This is an optimization exercise on Yosys and OpenROAD, whose aim is small area, not a production implementation. Only simulation tests tie the RTL to the original design; equivalence was not proved. Power and IR drop assume default switching activity.

==> flow/design.v (outline; a module is shown in full before it is edited, if it fits) <==
// module sync_high: 21 lines
// module sync_low: 21 lines
// module eop_detect: 29 lines
// module decoder: 32 lines
// module edge_detector: 18 lines
// module flex_counter_rx: 58 lines
// module timer: 158 lines
// module rcu: 219 lines
// module flex_stp_sr: 40 lines
// module stp_sr_8_lsb: 20 lines
// module rx_data_ready_reg: 40 lines
// module rx_packet_reg: 48 lines
// module store_2_byte_buffer: 42 lines
// module count_to_2: 34 lines
// module count_to_64: 34 lines
// module rcv_block: 139 lines
// module flex_counter: 50 lines
// module flex_pts_sr: 51 lines
// module pts_sr_8_lsb: 24 lines
// module packet_selecter: 40 lines
// module encoder: 31 lines
// module d_plus_selecter: 18 lines
// module d_minus_selecter: 18 lines
// module timer_transmit: 120 lines
// module tmu: 222 lines
// module usb_transmitter: 96 lines
// module get_ptr_controller: 30 lines
// module store_ptr_controller: 30 lines
// module fifo_ram: 56 lines
// module buffer: 51 lines
// module ahb_slave: 334 lines
// module usb_top_level: 105 lines
module usb_top_level(
    input logic clk,
    input logic n_rst,
    input logic hsel,
    input logic [3:0] haddr,
    input logic [1:0] htrans,
    input logic  [1:0] hsize,
    input logic hwrite,
    input logic [31:0] hwdata,
    output logic [31:0] hrdata,
    output logic hresp,
    output logic hready,
    output logic d_mode,
    input logic d_plus_in,
    input logic d_minus_in,
    output logic d_plus_out,
    output logic d_minus_out,
    output logic [6:0] buffer_occupancy,
    output logic get_rx_data,
    output logic [3:0] tx_packet,
    output logic tx_transfer_active
);
  // ...
==> flow/run.sh <==
#!/bin/bash
# synth_recipe.tcl (not shown) runs the flow's synth.tcl, then flattens the netlist and writes it again
# the make line also repeats each setting of config.mk as NAME=value (left out here)
make -C /OpenROAD-flow-scripts/flow DESIGN_CONFIG=/design/flow/config.mk WORK_HOME=/design/flow/orfs CLKGATE_MAP_FILE= SYNTH_SCRIPT=/design/flow/synth_recipe.tcl finish
==> flow/config.mk <==
export PLATFORM = sky130hd
export DESIGN_NAME = usb_top_level
export DESIGN_NICKNAME = usb_top_level
export VERILOG_FILES = /design/flow/design.v
export SDC_FILE = /design/flow/constraint.sdc
export NUM_CORES = 4
export LEC_CHECK = 0
export CAP_MARGIN = 20
export CORE_MARGIN = 2
export CORE_UTILIZATION = 45
export SLEW_MARGIN = 20
==> flow/constraint.sdc <==
create_clock -name core_clock -period 10.0 [get_ports {clk}]
set_input_delay 2.0000 -clock core_clock [delete_from_list [all_inputs] [get_ports {clk}]]
set_output_delay 2.0000 -clock core_clock [all_outputs]
set_load 0.01 [all_outputs]
==> flow_summary.ini, run 1 <==
[finish]
final_design_area_no_fill_mm2 = 0.0476
largest_register_ffs = 512
clockNetworkAreaShare_pct = 6.46
layout.non_clock_buffers = 220

[synth]
synth-seq-area-share_pct = 47.2
yosysWarningCount = 31
synth.mux.area_fraction_pct = 2.30

[power]
seqPwrFrac_pct = 36.9
total_power_uw = 12100
power.density_cell_area_mw_per_mm2 = 253
clock_power_share_pct = 28.7
cell_internal_pwr_uw = 7130

[placed_design]
pre_cts_slack_ns = 3.06

[sta]
post-route-worst-setup-slack_ns = 3.43
final.min_clock_period_ns = 6.57
hold_violations = 0
fmax_mhz = 152
max_slew.worst_pin.slew_ns = 1.23

[worst_setup_path]
path_common_cell = clkdlybuf4s50_1
start_kind = input pin
worstPathCellList = clkdlybuf4s50_1 > and4bb_4 > a311o_2 > o21ai_0 > clkdlybuf4s50_1
count_of_buffering_cells_on_the_critical_path_with_inverters_included = 2
crit_type = in -> out
max_stage_delay_ns = 0.73
end_kind = output pin
crit_cells = 5
worst_r2r_path_depth = 11

[floorplan]
initial_utilization_pct = 45.3
ios = 96
die-height_um = 310
dieArea_mm2 = 0.0963

[detailed_routing]
overall_via_count_from_detail_route = 39900
wl_met1_um = 71600
detail_route.iter0.violations = 5406
drt_pass_1_iters = 6

[run_status]
status = timing/DRC/antenna clean

[clocking]
worst_skew_late_latency_ns = 0.70

[worst_hold_path]
holdPathEnd = AHB_SLAVE.slavedata[32]
==> module buffer, before the edit <==
module buffer (
    input logic clk,
    input logic n_rst,
    input logic store_tx_data,
    input logic store_rx_packet_data,
    input logic get_rx_data,
    input logic get_tx_packet_data,
    input logic [7:0] tx_data,
    input logic [7:0] rx_packet_data,
    input logic clear,
    input logic flush,
    output logic [6:0] buffer_occupancy,
    output logic [7:0] rx_data,
    output logic [7:0] tx_packet_data
);
logic [6:0] store_ptr;
logic [6:0] get_ptr;
logic clr;
assign clr = (flush || clear);
store_ptr_controller store_ptr_controller (
    .clk(clk),
    .n_rst(n_rst),
    .clr(clr),
    .store_rx_packet_data(store_rx_packet_data),
    .store_tx_data(store_tx_data),
    .store_ptr(store_ptr),
    .buffer_occupancy(buffer_occupancy)
);
get_ptr_controller get_ptr_controller (
    .clk(clk),
    .n_rst(n_rst),
    .clr(clr),
    .get_rx_data(get_rx_data),
    .get_tx_packet_data(get_tx_packet_data),
    .get_ptr(get_ptr),
    .buffer_occupancy(buffer_occupancy)
);
fifo_ram fifo_ram (
    .clk(clk),
    .n_rst(n_rst),
    .tx_data(tx_data),
    .rx_packet_data(rx_packet_data),
    .store_ptr(store_ptr),
    .get_ptr(get_ptr),
    .store_rx_packet_data(store_rx_packet_data),
    .store_tx_data(store_tx_data),
    .buffer_occupancy(buffer_occupancy),
    .tx_packet_data(tx_packet_data),
    .rx_data(rx_data)
);
endmodule
==> module ahb_slave, before the edit <==
module ahb_slave
(
  input logic clk,
  input logic n_rst,
  input  logic hsel,
  input  logic [3:0] haddr,
  input  logic [1:0] htrans,
  input  logic [1:0] hsize,
  input  logic hwrite,
  input  logic [31:0] hwdata,
  output logic [31:0] hrdata,
  output logic hresp,
  output logic hready,
  input  logic [3:0] rx_packet,
  input  logic rx_data_ready,
  input  logic rx_transfer_active,
  input  logic rx_error,
  output logic dmode,
  input  logic [6:0] buffer_occupancy,
  input  logic [7:0] rx_data,
  output logic get_rx_data,
  output logic store_tx_data,
  output logic [7:0] tx_data,
  output logic clear,
  output logic [3:0] tx_packet,
  input logic tx_transfer_active,
  input logic tx_error
);
  localparam OUT   = 4'b0001;  
  localparam IN    = 4'b1001;  
  localparam DATA0 = 4'b0011;  
  localparam DATA1 = 4'b1011;  
  localparam ACK   = 4'b0010;  
  localparam NAK   = 4'b1010;  
  localparam STALL = 4'b1110;  
  logic [13:0] [7:0] slavedata, next_slavedata;
  logic [31:0] next_hrdata;
  logic [3:0]  next_haddr;
  logic [3:0] next_address;
  logic [3:0] addr;
  logic next_hwrite;
  logic next_hsize;
  logic read, write;
  logic next_read, next_write;
  typedef enum {DATA_IDLE, READ, DATA_WRITE, BYTE1, BYTE2, BYTE3, BYTE4} stateTYPE;
  stateTYPE data_state, next_data_state;
  typedef enum {IDLE, WRITE, CHECK, CLEAR} state;
  state tx_state, next_state_tx;
  state flush_state, next_state_flush;
  assign hready = (hresp) ? 1'b0: 1'b1;
  always_comb begin : D_MODE
    dmode = 1'b0;
    if (rx_transfer_active) begin
      dmode = 1'b1;
    end
  end
  always_comb begin : FLUSH_BUFFER_CONTROL_REGISTER
      next_state_flush = flush_state;
      case (flush_state)
          IDLE: begin
            if (haddr == 13 && hwrite && hsel && !hresp) begin 
              next_state_flush = WRITE;
            end
          end
          WRITE: begin
            next_state_flush = CHECK;
          end
          CHECK: begin
            if (buffer_occupancy == '0) begin
              next_state_flush = CLEAR;
            end
          end
          CLEAR: begin 
            next_state_flush = IDLE;
          end
      endcase
  end
  assign clear = slavedata[13][0];
  always_comb begin : TX_PACKET_CONTROL_REGISTER
      next_state_tx = tx_state;
      case (tx_state)
          IDLE  : if (hsel && hwrite && !hresp && haddr == 12) next_state_tx = WRITE;
          WRITE : if (tx_transfer_active) next_state_tx = CHECK;
          CHECK: if (!tx_transfer_active) next_state_tx = CLEAR;
          CLEAR : next_state_tx = IDLE;
      endcase
  end
  always_comb begin : TX_PACKET_OUTPUT
    tx_packet = 0;
    if(slavedata[12] == 1) begin  
      tx_packet = DATA0;
    end else if(slavedata[12] == 2) begin
      tx_packet = ACK;
    end else if(slavedata[12] == 3) begin
      tx_packet = NAK;
    end else if(slavedata[12] == 4) begin
      tx_packet = STALL; 
    end else begin
      tx_packet = '0;
    end
  end
    always_comb begin : DB_STATE
      next_data_state = data_state;
      next_read = read;
      next_write = write;
      case (data_state)
        DATA_IDLE : begin 
          if (next_slavedata[10][0]) begin
            next_data_state = READ;
          end else if (!hresp && hsel && hwrite && (next_address == 0)) begin
            next_data_state = DATA_WRITE;
          end
        end
        DATA_WRITE : begin
          next_data_state = BYTE1;
          next_write = 1;
        end
        READ  : begin
          next_data_state = BYTE1;
          next_read = 1;
        end
        BYTE1 : begin 
            next_data_state = (slavedata[11][0]) ? DATA_IDLE:BYTE2;
            next_read = (slavedata[11][0])? 0:read;
            next_write = (slavedata[11][0])? 0:write;
        end
        BYTE2 : begin 
            next_data_state = (slavedata[11][1]) ? DATA_IDLE:BYTE3;
            next_read = (slavedata[11][1])? 0:read;
            next_write = (slavedata[11][1])? 0:write;
        end
        BYTE3 : next_data_state = BYTE4;
        BYTE4 : begin 
            next_data_state = DATA_IDLE;
            next_read = 0;
            next_write = 0;
        end
        default: next_data_state = DATA_IDLE;
      endcase
    end
  always_comb begin : WRITE_DATA_OUTPUT
    tx_data       = '0;
    store_tx_data = '0;
    if (write)
      store_tx_data = 1'b1;
    if(write) begin
      case (data_state)
        BYTE1 : tx_data = slavedata[0];
        BYTE2 : tx_data = slavedata[1];
        BYTE3 : tx_data = slavedata[2];
        BYTE4 : tx_data = slavedata[3];
      endcase
    end
  end
  assign get_rx_data = read;
  always_comb begin : ADDRESS_MAPPING
    hresp = 0;
    next_address = addr;
    if (hsel) begin
      if ((hwrite && (haddr < 10) && (haddr > 3)) || (haddr > 13) || (hsize == 3))  
        hresp = 1; 
      else
        case (hsize)
          2'd0 : next_address = haddr;  
          2'd1 : next_address = haddr & ~2'd1;  
          2'd2 : next_address = haddr & ~2'd3;  
        endcase
    end
  end
  always_comb begin : RECEIVE_DATA  
    next_hrdata = hrdata;
    if (hsel && !hwrite && !hresp) begin  
      if ((!hwrite && next_hwrite) && (next_haddr == haddr))  
        next_hrdata = hwdata;  
      else begin
        case (hsize)
          0: begin  
            case (haddr[1:0])
              2'd0: next_hrdata = {24'd0, slavedata[next_address]};
              2'd1: next_hrdata = {16'd0, slavedata[next_address],  8'd0};
              2'd2: next_hrdata = { 8'd0, slavedata[next_address], 16'd0};
              2'd3: next_hrdata = {slavedata[next_address], 24'd0};
            endcase
          end 
          1: begin  
            case (haddr[1:0])
              2'd0, 2'd1: next_hrdata = {16'd0, slavedata[next_address + 4'd1], slavedata[next_address]};
              2'd2, 2'd3: next_hrdata = {slavedata[next_address + 4'd1], slavedata[next_address], 16'd0};
            endcase
          end
          2: begin
          next_hrdata = {(next_address < 4'd12) ? slavedata[next_address + 4'd3] : 8'h00,
                         (next_address < 4'd12) ? slavedata[next_address + 4'd2] : 8'h00,
                         slavedata[next_address + 4'd1], slavedata[next_address]};  
          end
        endcase
      end
    end
  end
  always_comb begin : WRITE_FROM_AHB
    next_slavedata[8]  = {1'b0,buffer_occupancy};  
    next_slavedata[13:9] = slavedata[13:9];  
    if (tx_state == CLEAR) begin 
      next_slavedata[12] = '0; 
    end
    if (flush_state == CLEAR) begin
      next_slavedata[13] = '0;  
    end
    next_slavedata[7:6] = '0;  
    if (rx_error) begin
      next_slavedata[6] = 1;
    end
    if (tx_error) begin
      next_slavedata[7] = 1;
    end
    next_slavedata[5:4] = '0;  
    if (rx_transfer_active) begin
      next_slavedata[5][0] = 1'b1;
    end
    if (tx_transfer_active) begin
      next_slavedata[5][1] = 1'b1;
    end
    if (rx_data_ready) begin
      next_slavedata[4][0] = 1'b1;
    end
    case (rx_packet)
      IN: begin
        next_slavedata[4][1] = 1'b1;
      end
      OUT: begin
        next_slavedata[4][2] = 1'b1;
      end
      ACK: begin
        next_slavedata[4][3] = 1'b1;
      end
      NAK: begin
        next_slavedata[4][4] = 1'b1;
      end
    endcase
  next_slavedata[3:0]= slavedata[3:0];  
    if(write)begin
      case (data_state)
        DATA_WRITE, BYTE1, BYTE2, BYTE3: next_slavedata[9] = 8'h1;
        BYTE4: next_slavedata[9] = 8'h0;
      endcase
    end
    if (data_state == DATA_WRITE)
      next_slavedata[3:0] = hwdata;
    if(read) begin
    case (data_state)
      BYTE1 : begin
        next_slavedata[0] = rx_data;
        if (slavedata[11][0]) begin
          next_slavedata[10] = '0;
        end
      end
      BYTE2 : 
      begin
        next_slavedata[1] = rx_data;
        if (slavedata[11][1]) begin
          next_slavedata[10] = '0;
        end
      end
      BYTE3 : next_slavedata[2] = rx_data;
      BYTE4 : 
        begin 
          next_slavedata[3] = rx_data;
          next_slavedata[10] = '0;
        end
    endcase
    end
    if (hsel && (htrans != 2'b00)) begin
      case (hsize)
        0 : next_slavedata[11] = 1;
        1 : next_slavedata[11] = 2;
        2 : next_slavedata[11] = 4;
      endcase
    end
    if (hsel & next_hwrite && (addr > 9)) begin  
      case (next_hsize)
        0: begin
          case (addr[1:0])
            2'd0 : next_slavedata[addr] = hwdata[7:0];
            2'd1 : next_slavedata[addr] = hwdata[15:8];
            2'd2 : next_slavedata[addr] = hwdata[23:16];
            2'd3 : next_slavedata[addr] = hwdata[31:24];
          endcase
        end 
        1: begin
          case (addr[1:0])
            2'd0, 2'd1: begin
              if (addr < 4'd13) next_slavedata[addr + 4'd1] = hwdata[15:8];
              next_slavedata[addr] = hwdata[7:0];
            end
            2'd2: begin
              next_slavedata[addr + 4'd1] = hwdata[31:24];
              next_slavedata[addr] = hwdata[23:16];
            end
          endcase
        end
        2: begin
          {next_slavedata[addr+3],next_slavedata[addr+2],next_slavedata[addr+1],next_slavedata[addr]} = hwdata;
        end
      endcase
    end
  end
  always_ff @( posedge clk, negedge n_rst ) begin : FLIP_FLOPS_FOR_ALL
      if (!n_rst) begin
        tx_state <= IDLE;
        flush_state <= IDLE;
        data_state <= DATA_IDLE;
        slavedata <= '0;
        read  <= '0;
        write <= '0;
        addr <= '0;
        hrdata <= '0;
        next_haddr  <= '0;
        next_hwrite <= '0;
        next_hsize <= '0;
      end else begin
        data_state <= next_data_state;
        tx_state <= next_state_tx;
        flush_state <= next_state_flush;
        slavedata <= next_slavedata;
        read  <= next_read;
        write <= next_write;
        addr <= next_address;
        hrdata <= next_hrdata;
        next_haddr  <= haddr;
        next_hwrite <= hwrite;
        next_hsize <= hsize;
      end
  end
endmodule
==> run 2, diff against run 1 <==
--- a/flow/design.v
+++ b/flow/design.v
@@ -1622,120 +1622,4 @@
   );
 endmodule
-module get_ptr_controller (
-    input logic clk,
-    input logic n_rst,
-    input logic clr,
-    input logic get_rx_data,
-    input logic get_tx_packet_data,
-    input logic [6:0] buffer_occupancy,
-    output logic [6:0] get_ptr
-);
-    logic [6:0] next_get_ptr;
-    always_ff @( posedge clk, negedge n_rst ) begin
-        if (!n_rst) begin
-            get_ptr <= 0;
-        end
-        else begin
-            get_ptr <= next_get_ptr;
-        end
-    end
-    always_comb begin
-        if (clr) begin
-            next_get_ptr = 0;
-        end
-        else if ((get_rx_data || get_tx_packet_data) && (get_ptr < 64) && (buffer_occupancy)) begin
-            next_get_ptr = get_ptr + 1;
-        end
-        else begin
-            next_get_ptr = get_ptr;
-        end
-    end
-endmodule
-module store_ptr_controller (
-    input logic clk,
-    input logic n_rst,
-    input logic clr,
-    input logic store_rx_packet_data,
-    input logic store_tx_data,
-    input logic [6:0] buffer_occupancy,
-    output logic [6:0] store_ptr
-);
-    logic [6:0] next_store_ptr;
-    always_ff @( posedge clk, negedge n_rst ) begin
-        if (!n_rst) begin
-            store_ptr <= 0;
-        end
-        else begin
-            store_ptr <= next_store_ptr;
-        end
-    end
-    always_comb begin
-        if (clr) begin
-            next_store_ptr = 0;
-        end
-        else if ((store_tx_data || store_rx_packet_data) && (store_ptr < 64)) begin
-            next_store_ptr = store_ptr + 1;
-        end
-        else begin
-            next_store_ptr = store_ptr;
-        end
-    end
-endmodule
-module fifo_ram (
-    input logic clk,
-    input logic n_rst,
-    input logic [7:0] tx_data,
-    input logic [7:0] rx_packet_data,
-    input logic [6:0] store_ptr,
-    input logic [6:0] get_ptr,
-    input logic store_rx_packet_data,
-    input logic store_tx_data,
-    output logic [6:0] buffer_occupancy,
-    output logic [7:0] tx_packet_data,
-    output logic [7:0] rx_data
-);
-logic [7:0] FIFO_reg [63:0];
-logic [7:0] next_FIFO_reg [63:0];
-logic [6:0] buffer_count;
-genvar i;
-generate
-    for (i = 0; i < 64; i++)
-        always_ff @( posedge clk, negedge n_rst ) begin
-            if (!n_rst) begin
-                FIFO_reg[i] <= 0;
-            end
-            else begin
-                FIFO_reg[i] <= next_FIFO_reg[i];
-            end 
-        end
-endgenerate
-generate
-    for(i = 0; i< 64; i++)
-        always_comb begin
-            if ((store_rx_packet_data || store_tx_data) && (store_ptr[5:0] == i)) begin
-                if (store_tx_data) begin
-                    next_FIFO_reg[i] = tx_data;
-                end
-                else begin
-                    next_FIFO_reg[i] = rx_packet_data;
-                end
-            end
-            else begin
-                next_FIFO_reg[i] = FIFO_reg[i];
-            end
-        end
-endgenerate
-always_comb begin
-    rx_data = FIFO_reg[get_ptr[5:0]];
-    tx_packet_data = FIFO_reg[get_ptr[5:0]];
-    buffer_count = store_ptr - get_ptr;
-    if (buffer_count == 64 || buffer_count == -64) begin
-        buffer_occupancy = 64;
-    end
-    else begin
-        buffer_occupancy = buffer_count % 64;
-    end
-end
-endmodule
 module buffer (
     input logic clk,
@@ -1753,44 +1637,53 @@
     output logic [7:0] tx_packet_data
 );
-logic [6:0] store_ptr;
-logic [6:0] get_ptr;
-logic clr;
-assign clr = (flush || clear);
-store_ptr_controller store_ptr_controller (
-    .clk(clk),
-    .n_rst(n_rst),
-    .clr(clr),
-    .store_rx_packet_data(store_rx_packet_data),
-    .store_tx_data(store_tx_data),
-    .store_ptr(store_ptr),
-    .buffer_occupancy(buffer_occupancy)
-);
-get_ptr_controller get_ptr_controller (
-    .clk(clk),
-    .n_rst(n_rst),
-    .clr(clr),
-    .get_rx_data(get_rx_data),
-    .get_tx_packet_data(get_tx_packet_data),
-    .get_ptr(get_ptr),
-    .buffer_occupancy(buffer_occupancy)
-);
-fifo_ram fifo_ram (
-    .clk(clk),
-    .n_rst(n_rst),
-    .tx_data(tx_data),
-    .rx_packet_data(rx_packet_data),
-    .store_ptr(store_ptr),
-    .get_ptr(get_ptr),
-    .store_rx_packet_data(store_rx_packet_data),
-    .store_tx_data(store_tx_data),
-    .buffer_occupancy(buffer_occupancy),
-    .tx_packet_data(tx_packet_data),
-    .rx_data(rx_data)
-);
+logic [6:0] store_ptr, get_ptr;
+logic [6:0] hw;           
+logic [7:0] mem [63:0];   
+logic clr, we;
+logic [7:0] wd;
+assign clr = flush | clear;
+assign we  = store_rx_packet_data | store_tx_data;
+assign wd  = store_tx_data ? tx_data : rx_packet_data;
+always_ff @(posedge clk, negedge n_rst) begin
+    if (!n_rst) begin
+        store_ptr <= '0;
+        get_ptr <= '0;
+        hw <= '0;
+    end else begin
+        if (clr)
+            store_ptr <= '0;
+        else if (we && !store_ptr[6])
+            store_ptr <= store_ptr + 7'd1;
+        if (clr)
+            get_ptr <= '0;
+        else if ((get_rx_data || get_tx_packet_data) && !get_ptr[6] && buffer_occupancy != 7'd0)
+            get_ptr <= get_ptr + 7'd1;
+        if (we && !hw[6] && store_ptr[5:0] == hw[5:0])
+            hw <= hw + 7'd1;
+    end
+end
+always_ff @(posedge clk) begin
+    if (we)
+        mem[store_ptr[5:0]] <= wd;
+end
+logic [63:0] sel;
+always_comb begin
+    sel = '0;
+    sel[get_ptr[5:0]] = (get_ptr[5:0] != hw[5:0]) | hw[6];
+end
+always_comb begin
+    rx_data = '0;
+    for (int i = 0; i < 64; i++)
+        rx_data = rx_data | ({8{sel[i]}} & mem[i]);
+end
+assign tx_packet_data = rx_data;
+logic [6:0] diff;
+assign diff = store_ptr - get_ptr;
+assign buffer_occupancy = (diff == 7'd64) ? 7'd64 : {1'b0, diff[5:0]};
 endmodule
 module ahb_slave
 (
-  input logic clk,
-  input logic n_rst,
+  input  logic clk,
+  input  logic n_rst,
   input  logic hsel,
   input  logic [3:0] haddr,
@@ -1814,311 +1707,168 @@
   output logic clear,
   output logic [3:0] tx_packet,
-  input logic tx_transfer_active,
-  input logic tx_error
+  input  logic tx_transfer_active,
+  input  logic tx_error
 );
-  localparam OUT   = 4'b0001;  
-  localparam IN    = 4'b1001;  
-  localparam DATA0 = 4'b0011;  
-  localparam DATA1 = 4'b1011;  
-  localparam ACK   = 4'b0010;  
-  localparam NAK   = 4'b1010;  
-  localparam STALL = 4'b1110;  
-  logic [13:0] [7:0] slavedata, next_slavedata;
-  logic [31:0] next_hrdata;
-  logic [3:0]  next_haddr;
-  logic [3:0] next_address;
-  logic [3:0] addr;
-  logic next_hwrite;
-  logic next_hsize;
-  logic read, write;
-  logic next_read, next_write;
-  typedef enum {DATA_IDLE, READ, DATA_WRITE, BYTE1, BYTE2, BYTE3, BYTE4} stateTYPE;
-  stateTYPE data_state, next_data_state;
-  typedef enum {IDLE, WRITE, CHECK, CLEAR} state;
-  state tx_state, next_state_tx;
-  state flush_state, next_state_flush;
-  assign hready = (hresp) ? 1'b0: 1'b1;
-  always_comb begin : D_MODE
-    dmode = 1'b0;
-    if (rx_transfer_active) begin
-      dmode = 1'b1;
-    end
-  end
-  always_comb begin : FLUSH_BUFFER_CONTROL_REGISTER
-      next_state_flush = flush_state;
-      case (flush_state)
-          IDLE: begin
-            if (haddr == 13 && hwrite && hsel && !hresp) begin 
-              next_state_flush = WRITE;
-            end
-          end
-          WRITE: begin
-            next_state_flush = CHECK;
-          end
-          CHECK: begin
-            if (buffer_occupancy == '0) begin
-              next_state_flush = CLEAR;
-            end
-          end
-          CLEAR: begin 
-            next_state_flush = IDLE;
-          end
-      endcase
-  end
-  assign clear = slavedata[13][0];
-  always_comb begin : TX_PACKET_CONTROL_REGISTER
-      next_state_tx = tx_state;
-      case (tx_state)
-          IDLE  : if (hsel && hwrite && !hresp && haddr == 12) next_state_tx = WRITE;
-          WRITE : if (tx_transfer_active) next_state_tx = CHECK;
-          CHECK: if (!tx_transfer_active) next_state_tx = CLEAR;
-          CLEAR : next_state_tx = IDLE;
-      endcase
+  localparam logic [2:0] D_IDLE = 3'b000, D_WR = 3'b001, D_RD = 3'b010,
+                         D_B1 = 3'b100, D_B2 = 3'b101, D_B3 = 3'b110, D_B4 = 3'b111;
+  logic [7:0] sd0, sd1, sd2, sd3;      
+  logic [4:0] st4;                     
+  logic [1:0] st5;                     
+  logic       er6, er7;                
+  logic [6:0] oc8;                     
+  logic       ws9;                     
+  logic [7:0] sd10, sd11, sd12, sd13;
+  logic [2:0] ds;
+  logic       read, write;
+  logic [1:0] txs, fls;                
+  logic       a_hi;                    
+  logic [1:0] a_lo;                    
+  logic [3:0] p_haddr;
+  logic       p_hwrite, p_hsize;
+  assign hresp  = hsel & ((hwrite & (haddr[3:2] == 2'b01 | haddr[3:1] == 3'b100)) |
+                          (haddr[3:1] == 3'b111) | (hsize == 2'b11));
+  assign hready = ~hresp;
+  assign dmode  = rx_transfer_active;
+  assign clear  = sd13[0];
+  assign get_rx_data   = read;
+  assign store_tx_data = write;
+  always_comb begin
+    case (sd12)
+      8'd1:    tx_packet = 4'b0011;
+      8'd2:    tx_packet = 4'b0010;
+      8'd3:    tx_packet = 4'b1010;
+      8'd4:    tx_packet = 4'b1110;
+      default: tx_packet = 4'b0000;
+    endcase
   end
-  always_comb begin : TX_PACKET_OUTPUT
-    tx_packet = 0;
-    if(slavedata[12] == 1) begin  
-      tx_packet = DATA0;
-    end else if(slavedata[12] == 2) begin
-      tx_packet = ACK;
-    end else if(slavedata[12] == 3) begin
-      tx_packet = NAK;
-    end else if(slavedata[12] == 4) begin
-      tx_packet = STALL; 
-    end else begin
-      tx_packet = '0;
-    end
+  always_comb begin
+    case (ds[1:0])
+      2'd0: tx_data = sd0;
+      2'd1: tx_data = sd1;
+      2'd2: tx_data = sd2;
+      default: tx_data = sd3;
+    endcase
   end
-    always_comb begin : DB_STATE
-      next_data_state = data_state;
-      next_read = read;
-      next_write = write;
-      case (data_state)
-        DATA_IDLE : begin 
-          if (next_slavedata[10][0]) begin
-            next_data_state = READ;
-          end else if (!hresp && hsel && hwrite && (next_address == 0)) begin
-            next_data_state = DATA_WRITE;
-          end
-        end
-        DATA_WRITE : begin
-          next_data_state = BYTE1;
-          next_write = 1;
-        end
-        READ  : begin
-          next_data_state = BYTE1;
-          next_read = 1;
-        end
-        BYTE1 : begin 
-            next_data_state = (slavedata[11][0]) ? DATA_IDLE:BYTE2;
-            next_read = (slavedata[11][0])? 0:read;
-            next_write = (slavedata[11][0])? 0:write;
-        end
-        BYTE2 : begin 
-            next_data_state = (slavedata[11][1]) ? DATA_IDLE:BYTE3;
-            next_read = (slavedata[11][1])? 0:read;
-            next_write = (slavedata[11][1])? 0:write;
-        end
-        BYTE3 : next_data_state = BYTE4;
-        BYTE4 : begin 
-            next_data_state = DATA_IDLE;
-            next_read = 0;
-            next_write = 0;
-        end
-        default: next_data_state = DATA_IDLE;
-      endcase
-    end
-  always_comb begin : WRITE_DATA_OUTPUT
-    tx_data       = '0;
-    store_tx_data = '0;
-    if (write)
-      store_tx_data = 1'b1;
-    if(write) begin
-      case (data_state)
-        BYTE1 : tx_data = slavedata[0];
-        BYTE2 : tx_data = slavedata[1];
-        BYTE3 : tx_data = slavedata[2];
-        BYTE4 : tx_data = slavedata[3];
-      endcase
-    end
+  logic ok;           
+  logic [3:0] na;     
+  assign ok = hsel & ~hresp;
+  always_comb begin
+    na = haddr;
+    if (hsize[0]) na[0] = 1'b0;
+    if (hsize[1]) na[1:0] = 2'b00;
+  end
+  logic wr;
+  logic w10, w11, w12, w13;
+  logic [7:0] d13;
+  assign wr  = hsel & p_hwrite & a_hi;
+  assign w10 = wr & (a_lo == 2'd2);
+  assign w11 = wr & (a_lo == 2'd3) & ~p_hsize | wr & (a_lo == 2'd2) & p_hsize;
+  assign w12 = wr & (a_lo == 2'd0);
+  assign w13 = wr & (a_lo == 2'd1) | wr & (a_lo == 2'd0) & p_hsize;
+  assign d13 = (p_hsize & (a_lo == 2'd1)) ? hwdata[7:0] : hwdata[15:8];
+  logic [7:0] n10;
+  always_comb begin
+    n10 = sd10;
+    if (read && ((ds == D_B1 && sd11[0]) || (ds == D_B2 && sd11[1]) || ds == D_B4))
+      n10 = '0;
+    if (w10) n10 = hwdata[23:16];
+  end
+  logic [7:0] l0, l1, l2, l3;
+  always_comb begin
+    case (haddr[3:2])
+      2'd0: begin l0 = sd0; l1 = sd1; l2 = sd2; l3 = sd3; end
+      2'd1: begin l0 = {3'b0, st4}; l1 = {6'b0, st5}; l2 = {7'b0, er6}; l3 = {7'b0, er7}; end
+      2'd2: begin l0 = {1'b0, oc8}; l1 = {7'b0, ws9}; l2 = sd10; l3 = sd11; end
+      default: begin l0 = sd12; l1 = sd13; l2 = 8'd0; l3 = 8'd0; end
+    endcase
   end
-  assign get_rx_data = read;
-  always_comb begin : ADDRESS_MAPPING
-    hresp = 0;
-    next_address = addr;
-    if (hsel) begin
-      if ((hwrite && (haddr < 10) && (haddr > 3)) || (haddr > 13) || (hsize == 3))  
-        hresp = 1; 
-      else
-        case (hsize)
-          2'd0 : next_address = haddr;  
-          2'd1 : next_address = haddr & ~2'd1;  
-          2'd2 : next_address = haddr & ~2'd3;  
-        endcase
-    end
+  logic [3:0] len;
+  always_comb begin
+    case (hsize)
+      2'd0: len = 4'b0001 << haddr[1:0];
+      2'd1: len = haddr[1] ? 4'b1100 : 4'b0011;
+      default: len = 4'b1111;
+    endcase
   end
-  always_comb begin : RECEIVE_DATA  
-    next_hrdata = hrdata;
-    if (hsel && !hwrite && !hresp) begin  
-      if ((!hwrite && next_hwrite) && (next_haddr == haddr))  
-        next_hrdata = hwdata;  
-      else begin
-        case (hsize)
-          0: begin  
-            case (haddr[1:0])
-              2'd0: next_hrdata = {24'd0, slavedata[next_address]};
-              2'd1: next_hrdata = {16'd0, slavedata[next_address],  8'd0};
-              2'd2: next_hrdata = { 8'd0, slavedata[next_address], 16'd0};
-              2'd3: next_hrdata = {slavedata[next_address], 24'd0};
-            endcase
-          end 
-          1: begin  
-            case (haddr[1:0])
-              2'd0, 2'd1: next_hrdata = {16'd0, slavedata[next_address + 4'd1], slavedata[next_address]};
-              2'd2, 2'd3: next_hrdata = {slavedata[next_address + 4'd1], slavedata[next_address], 16'd0};
-            endcase
-          end
-          2: begin
-          next_hrdata = {(next_address < 4'd12) ? slavedata[next_address + 4'd3] : 8'h00,
-                         (next_address < 4'd12) ? slavedata[next_address + 4'd2] : 8'h00,
-                         slavedata[next_address + 4'd1], slavedata[next_address]};  
-          end
+  always_ff @(posedge clk, negedge n_rst) begin
+    if (!n_rst) begin
+      sd0 <= '0; sd1 <= '0; sd2 <= '0; sd3 <= '0;
+      st4 <= '0; st5 <= '0; er6 <= 1'b0; er7 <= 1'b0; oc8 <= '0; ws9 <= 1'b0;
+      sd10 <= '0; sd11 <= '0; sd12 <= '0; sd13 <= '0;
+      ds <= D_IDLE; read <= 1'b0; write <= 1'b0;
+      txs <= 2'd0; fls <= 2'd0;
+      a_hi <= 1'b0; a_lo <= 2'd0;
+      p_haddr <= '0; p_hwrite <= 1'b0; p_hsize <= 1'b0;
+      hrdata <= '0;
+    end else begin
+      p_haddr  <= haddr;
+      p_hwrite <= hwrite;
+      p_hsize  <= hsize[0];
+      if (ok) begin
+        a_hi <= (na > 4'd9);
+        a_lo <= na[1:0];
+      end
+      st4 <= {rx_packet == 4'b1010, rx_packet == 4'b0010, rx_packet == 4'b0001,
+              rx_packet == 4'b1001, rx_data_ready};
+      st5 <= {tx_transfer_active, rx_transfer_active};
+      er6 <= rx_error;
+      er7 <= tx_error;
+      oc8 <= buffer_occupancy;
+      if (write) ws9 <= (ds != D_B4);
+      if (ds == D_WR) begin
+        {sd3, sd2, sd1, sd0} <= hwdata;
+      end
+      if (read) begin
+        case (ds[1:0])
+          2'd0: sd0 <= rx_data;
+          2'd1: sd1 <= rx_data;
+          2'd2: sd2 <= rx_data;
+          default: sd3 <= rx_data;
         endcase
       end
-    end
-  end
-  always_comb begin : WRITE_FROM_AHB
-    next_slavedata[8]  = {1'b0,buffer_occupancy};  
-    next_slavedata[13:9] = slavedata[13:9];  
-    if (tx_state == CLEAR) begin 
-      next_slavedata[12] = '0; 
-    end
-    if (flush_state == CLEAR) begin
-      next_slavedata[13] = '0;  
-    end
-    next_slavedata[7:6] = '0;  
-    if (rx_error) begin
-      next_slavedata[6] = 1;
-    end
-    if (tx_error) begin
-      next_slavedata[7] = 1;
-    end
-    next_slavedata[5:4] = '0;  
-    if (rx_transfer_active) begin
-      next_slavedata[5][0] = 1'b1;
-    end
-    if (tx_transfer_active) begin
-      next_slavedata[5][1] = 1'b1;
-    end
-    if (rx_data_ready) begin
-      next_slavedata[4][0] = 1'b1;
-    end
-    case (rx_packet)
-      IN: begin
-        next_slavedata[4][1] = 1'b1;
-      end
-      OUT: begin
-        next_slavedata[4][2] = 1'b1;
-      end
-      ACK: begin
-        next_slavedata[4][3] = 1'b1;
-      end
-      NAK: begin
-        next_slavedata[4][4] = 1'b1;
-      end
-    endcase
-  next_slavedata[3:0]= slavedata[3:0];  
-    if(write)begin
-      case (data_state)
-        DATA_WRITE, BYTE1, BYTE2, BYTE3: next_slavedata[9] = 8'h1;
-        BYTE4: next_slavedata[9] = 8'h0;
-      endcase
-    end
-    if (data_state == DATA_WRITE)
-      next_slavedata[3:0] = hwdata;
-    if(read) begin
-    case (data_state)
-      BYTE1 : begin
-        next_slavedata[0] = rx_data;
-        if (slavedata[11][0]) begin
-          next_slavedata[10] = '0;
-        end
-      end
-      BYTE2 : 
-      begin
-        next_slavedata[1] = rx_data;
-        if (slavedata[11][1]) begin
-          next_slavedata[10] = '0;
-        end
+      sd10 <= n10;
+      if (w11) sd11 <= hwdata[31:24];
+      else if (hsel && htrans != 2'b00 && hsize != 2'b11) sd11 <= {5'b0, hsize == 2'd2, hsize == 2'd1, hsize == 2'd0};
+      if (w12) sd12 <= hwdata[7:0];
+      else if (txs == 2'd3) sd12 <= '0;
+      if (w13) sd13 <= d13;
+      else if (fls == 2'd3) sd13 <= '0;
+      case (txs)
+        2'd0: if (ok && hwrite && haddr == 4'd12) txs <= 2'd1;
+        2'd1: if (tx_transfer_active) txs <= 2'd2;
+        2'd2: if (!tx_transfer_active) txs <= 2'd3;
+        default: txs <= 2'd0;
+      endcase
+      case (fls)
+        2'd0: if (ok && hwrite && haddr == 4'd13) fls <= 2'd1;
+        2'd1: fls <= 2'd2;
+        2'd2: if (buffer_occupancy == 7'd0) fls <= 2'd3;
+        default: fls <= 2'd0;
+      endcase
+      case (ds)
+        D_IDLE: begin
+          if (n10[0]) ds <= D_RD;
+          else if (ok && hwrite && na == 4'd0) ds <= D_WR;
+        end
+        D_WR: begin ds <= D_B1; write <= 1'b1; end
+        D_RD: begin ds <= D_B1; read <= 1'b1; end
+        D_B1: begin
+          ds <= sd11[0] ? D_IDLE : D_B2;
+          if (sd11[0]) begin read <= 1'b0; write <= 1'b0; end
+        end
+        D_B2: begin
+          ds <= sd11[1] ? D_IDLE : D_B3;
+          if (sd11[1]) begin read <= 1'b0; write <= 1'b0; end
+        end
+        D_B3: ds <= D_B4;
+        default: begin ds <= D_IDLE; read <= 1'b0; write <= 1'b0; end
+      endcase
+      if (ok && !hwrite) begin
+        if (p_hwrite && p_haddr == haddr)
+          hrdata <= hwdata;
+        else
+          hrdata <= {len[3] ? l3 : 8'd0, len[2] ? l2 : 8'd0, len[1] ? l1 : 8'd0, len[0] ? l0 : 8'd0};
       end
-      BYTE3 : next_slavedata[2] = rx_data;
-      BYTE4 : 
-        begin 
-          next_slavedata[3] = rx_data;
-          next_slavedata[10] = '0;
-        end
-    endcase
-    end
-    if (hsel && (htrans != 2'b00)) begin
-      case (hsize)
-        0 : next_slavedata[11] = 1;
-        1 : next_slavedata[11] = 2;
-        2 : next_slavedata[11] = 4;
-      endcase
     end
-    if (hsel & next_hwrite && (addr > 9)) begin  
-      case (next_hsize)
-        0: begin
-          case (addr[1:0])
-            2'd0 : next_slavedata[addr] = hwdata[7:0];
-            2'd1 : next_slavedata[addr] = hwdata[15:8];
-            2'd2 : next_slavedata[addr] = hwdata[23:16];
-            2'd3 : next_slavedata[addr] = hwdata[31:24];
-          endcase
-        end 
-        1: begin
-          case (addr[1:0])
-            2'd0, 2'd1: begin
-              if (addr < 4'd13) next_slavedata[addr + 4'd1] = hwdata[15:8];
-              next_slavedata[addr] = hwdata[7:0];
-            end
-            2'd2: begin
-              next_slavedata[addr + 4'd1] = hwdata[31:24];
-              next_slavedata[addr] = hwdata[23:16];
-            end
-          endcase
-        end
-        2: begin
-          {next_slavedata[addr+3],next_slavedata[addr+2],next_slavedata[addr+1],next_slavedata[addr]} = hwdata;
-        end
-      endcase
-    end
-  end
-  always_ff @( posedge clk, negedge n_rst ) begin : FLIP_FLOPS_FOR_ALL
-      if (!n_rst) begin
-        tx_state <= IDLE;
-        flush_state <= IDLE;
-        data_state <= DATA_IDLE;
-        slavedata <= '0;
-        read  <= '0;
-        write <= '0;
-        addr <= '0;
-        hrdata <= '0;
-        next_haddr  <= '0;
-        next_hwrite <= '0;
-        next_hsize <= '0;
-      end else begin
-        data_state <= next_data_state;
-        tx_state <= next_state_tx;
-        flush_state <= next_state_flush;
-        slavedata <= next_slavedata;
-        read  <= next_read;
-        write <= next_write;
-        addr <= next_address;
-        hrdata <= next_hrdata;
-        next_haddr  <= haddr;
-        next_hwrite <= hwrite;
-        next_hsize <= hsize;
-      end
   end
 endmodule
==> flow_summary.ini, run 2 <==
[power]
power.density_cell_area_mw_per_mm2 = 264
max-vdd-ir-drop_mv = 0.155
total_power_uw = 10800
power_leakage_uw = 0.0146

[worst_hold_path]
hold-path-cell-count = 0
hold_path_class = reg -> reg
holdPathEnd = RECEIVER.SYNC_HIGH.sync_out
hold_start = RECEIVER.SYNC_HIGH.meta

[sta]
timing.final.max_slew_violations = 0
max_slew.worst_pin.slew_ns = 1.26
setup_total_negative_slack_ns = 0
fin_skew_ns = 0.0371
timing.final.crit_share_pct = 67.7
grt_setup_unrepaired = false
final-setup-viol-count = 0
fmax_mhz = 148
worst_slew_margin_rel_pct = 15.7
hold_violations = 0
final.min_clock_period_ns = 6.77

[worst_setup_path]
start_kind = register
critPathArrivalTime_ns = 4.77
worst_r2r_path_depth = 13
timing.critical_path.fanout_max = 25
count_of_buffering_cells_on_the_critical_path_with_inverters_included = 2
r2r-start = BUFFER.get_ptr[0]
worstPathCellList = clkinv_1 > ha_1 > nor2b_1 > o21ai_0 > nor3b_1 > nor2_1 > nor4_1 > o21ai_0 > nor3_1 > clkdlybuf4s50_1
crit-reg2reg-capture = AHB_SLAVE.sd2[1]
critPathTopFamily = simple AND/OR/NAND/NOR gates
path_common_cell = o21ai_0
rrSetupSlack_ns = 4.24
crit_type = reg -> out
max_stage_delay_ns = 0.84
cp_data_required_time_ns = 8.00
end_kind = output pin
critical-path-slowest-cell = dfrtp_1
crit_cells = 10

[synth]
share_of_async_settable_or_async_resettable_flops_after_synthesis_pct = 33.5
synth_top_area_cell = edfxtp_1
synthesis.instances = 2941
synth_top_cells_by_area = edfxtp_1, dfrtp_1, a21oi_1
yosys.area.top_type_share_pct = 43.8
yosys.cell_count.top_type = edfxtp_1
yosys_most_used_dff = edfxtp_1
count_of_unique_library_cells_instantiated_by_yosys = 92
post_synth_instance_area_mm2 = 0.0351
synth.avg_cell_area_um2 = 11.9
synth-seq-area-share_pct = 62.3
yosysWarningCount = 27
synth_seq_cells = 770
synth-edff-count = 512
ys_top_cells_by_count = edfxtp_1, nor2_1, dfrtp_1

[finish]
utilization_pct = 52.7
multiInputGateArea_mm2 = 0.0125
final-seq-area_mm2 = 0.0219
n_fill_cell = 6652
largest_register_ffs = 512
layout.cells.most_common = edfxtp_1
synthToLayoutAreaGrowth_pct = 16.2
drive_gt1_share_pct = 13.4
finish.cell_count_without_fillers = 4169
commonest_cells_after_routing_fill_and_taps_aside = edfxtp_1, dfrtp_1, nor2_1
layout.nets = 3137

[global_route]
grt_util_met3_pct = 7.87
grt_first_pass_wirelength_um = 188000
grt_use_met2_pct = 49.0
global_route.peak_usage_layer = met2
grt_start_max_net_pins = 155
grt_util_met1_pct = 43.0
global_route.usage.total_pct = 32.1
first_global_vias = 26300
grt_antenna_before_repair = 9
globalRouteOverflowTotal = 0

[detailed_routing]
detail_route.iter0.violations = 3813
route.detailed.wl_per_inst_um = 31.4
routed_wl_um = 131000
overall_via_count_from_detail_route = 27200
drt_pass_1_iters = 6
detail_route.vias_per_cell = 6.54
ant_nets = 0
drc = 0

[floorplan]
initial_utilization_pct = 45.4
dieArea_mm2 = 0.0802
dieWidth_um = 283
die-height_um = 283
ios = 96
row_count = 102
core_area_mm2 = 0.0773

[clocking]
clock_sinks = 770
clk_pin_slew_worst_paths_ns = 0.06
post-cts-setup-buffers = 0
inserted_clock_buffers = 86
clock_tree.htree_level_count = 3
cts_tree = done
cts_root_buffer = clkbuf_16
ctsLongestPathBuffers = 3
cts_hold_buffers = 0
post_cts_resize_count = 0
worst_skew_late_latency_ns = 0.66

[run_status]
status = timing/DRC/antenna clean

[job]
cap_violations = 0

[placed_design]
place_congestion = 1.03
place.detailed.hpwl_um = 87200
portBuffers = 95
placedCellCount = 4006
[run 2: cell count changes after synthesis, moves of 201 or more]
cell / change
o21ai_0: -268
dfrtp_1: -537
edfxtp_1: +512
nand2_1: -428
clkbuf_1: -216
nand3_1: -444
a21oi_1: -272
nor2_1: -201
[run 2: through the flow]
stage / setup slack, ns / hold slack, ns / instance area, µm²
finish: 3.23 / 0.355 / 40700
detailed placement: 3.98 / 0.346 / 37700
global placement: 3.93 / 0.332 / 37600
global route: 2.88 / 0.365 / 40700
CTS: 3.29 / 0.355 / 40700
floorplan: 5.22 / 0.331 / 35100
[run 2: power by group]
group / total [µW] / switching (µW) / leakage, µW / internal (µW)
combinational: 3050 / 2030 / 0.00516 / 1030
clock: 3350 / 1350 / 0.00146 / 2000
sequential: 4360 / 414 / 0.00797 / 3950
[run 2: how the worst max path moves through the flow]
stage | from | endpoint | slack (ns)
2_1_floorplan | hsize[1] | hresp | 5.22
5_1_grt | BUFFER.get_ptr[2] | buffer_occupancy[6] | 2.88
4_1_cts | BUFFER.get_ptr[2] | buffer_occupancy[6] | 3.29
3_5_place_dp | haddr[3] | hresp | 3.98
3_3_place_gp | haddr[3] | hresp | 3.93
6_report | BUFFER.get_ptr[2] | buffer_occupancy[6] | 3.23
[run 2: kinds of logic after synthesis]
| group | synth area share (%) |
|---|---|
| AOI/OAI and AO/OA | 15.8 |
| xor gates and xnor gates | 1.30 |
| and+or+nand+nor | 13.0 |
| muxes | 3.56 |
| DFF | 62.3 |
| buffers and inverters | 2.82 |
| adders and majority gates | 1.23 |
[run 2: cell type report]
cell class	instances	share of cell area [%]
Antenna cell	1	0.00614
Clock buffer	111	5.84
Clock inverter	48	1.49
Inverter	64	0.590
Multi-Input combinational cell	1922	30.6
Sequential cell	770	53.7
Tap cell	1040	3.19
Timing Repair Buffer	213	4.62
[run 2: per-layer routing]
layer | vias to the layer above | part of all wire [%] | wire length, µm
met5 | - | 0.054 | 71
met4 | 12 | 5.7 | 7450
met3 | 391 | 11 | 14800
met2 | 1739 | 44 | 57900
met1 | 13600 | 39 | 50800
li1 | 11500 | - | -

-- port drivers added, routing unchanged --
The results above use ideal ports. As a check the final layouts listed here were re-extracted and re-timed, cells and wires unchanged.
Step 1: set_driving_cell puts a clkbuf_16 on clk and a buf_2 on each other input, an assumption about the parent block.
Step 2 times the ports against the registers' clock, not the clock port: input delays grow and output delays shrink by t, the midpoint of the rising clock arrivals with the driver on.
Three values: ideal, step 1, step 2; two values: the first two.
| run | t, ns | setup slack, ns | hold slack, ns | pins driven straight from the clock port |
|---|---|---|---|---|
| run 1 | 0.754 | 3.425 / 3.402 / 2.922 | 0.388 / 0.388 / 0.388 | 1 |
| run 2 | 0.710 | 3.226 / 3.156 / 3.867 | 0.355 / 0.355 / 0.355 | 1 |
After both steps every run listed still meets setup and hold. For run 1, which loses most, drivers alone change the setup slack by -0.023 ns; drivers and shift together by -0.503 ns.
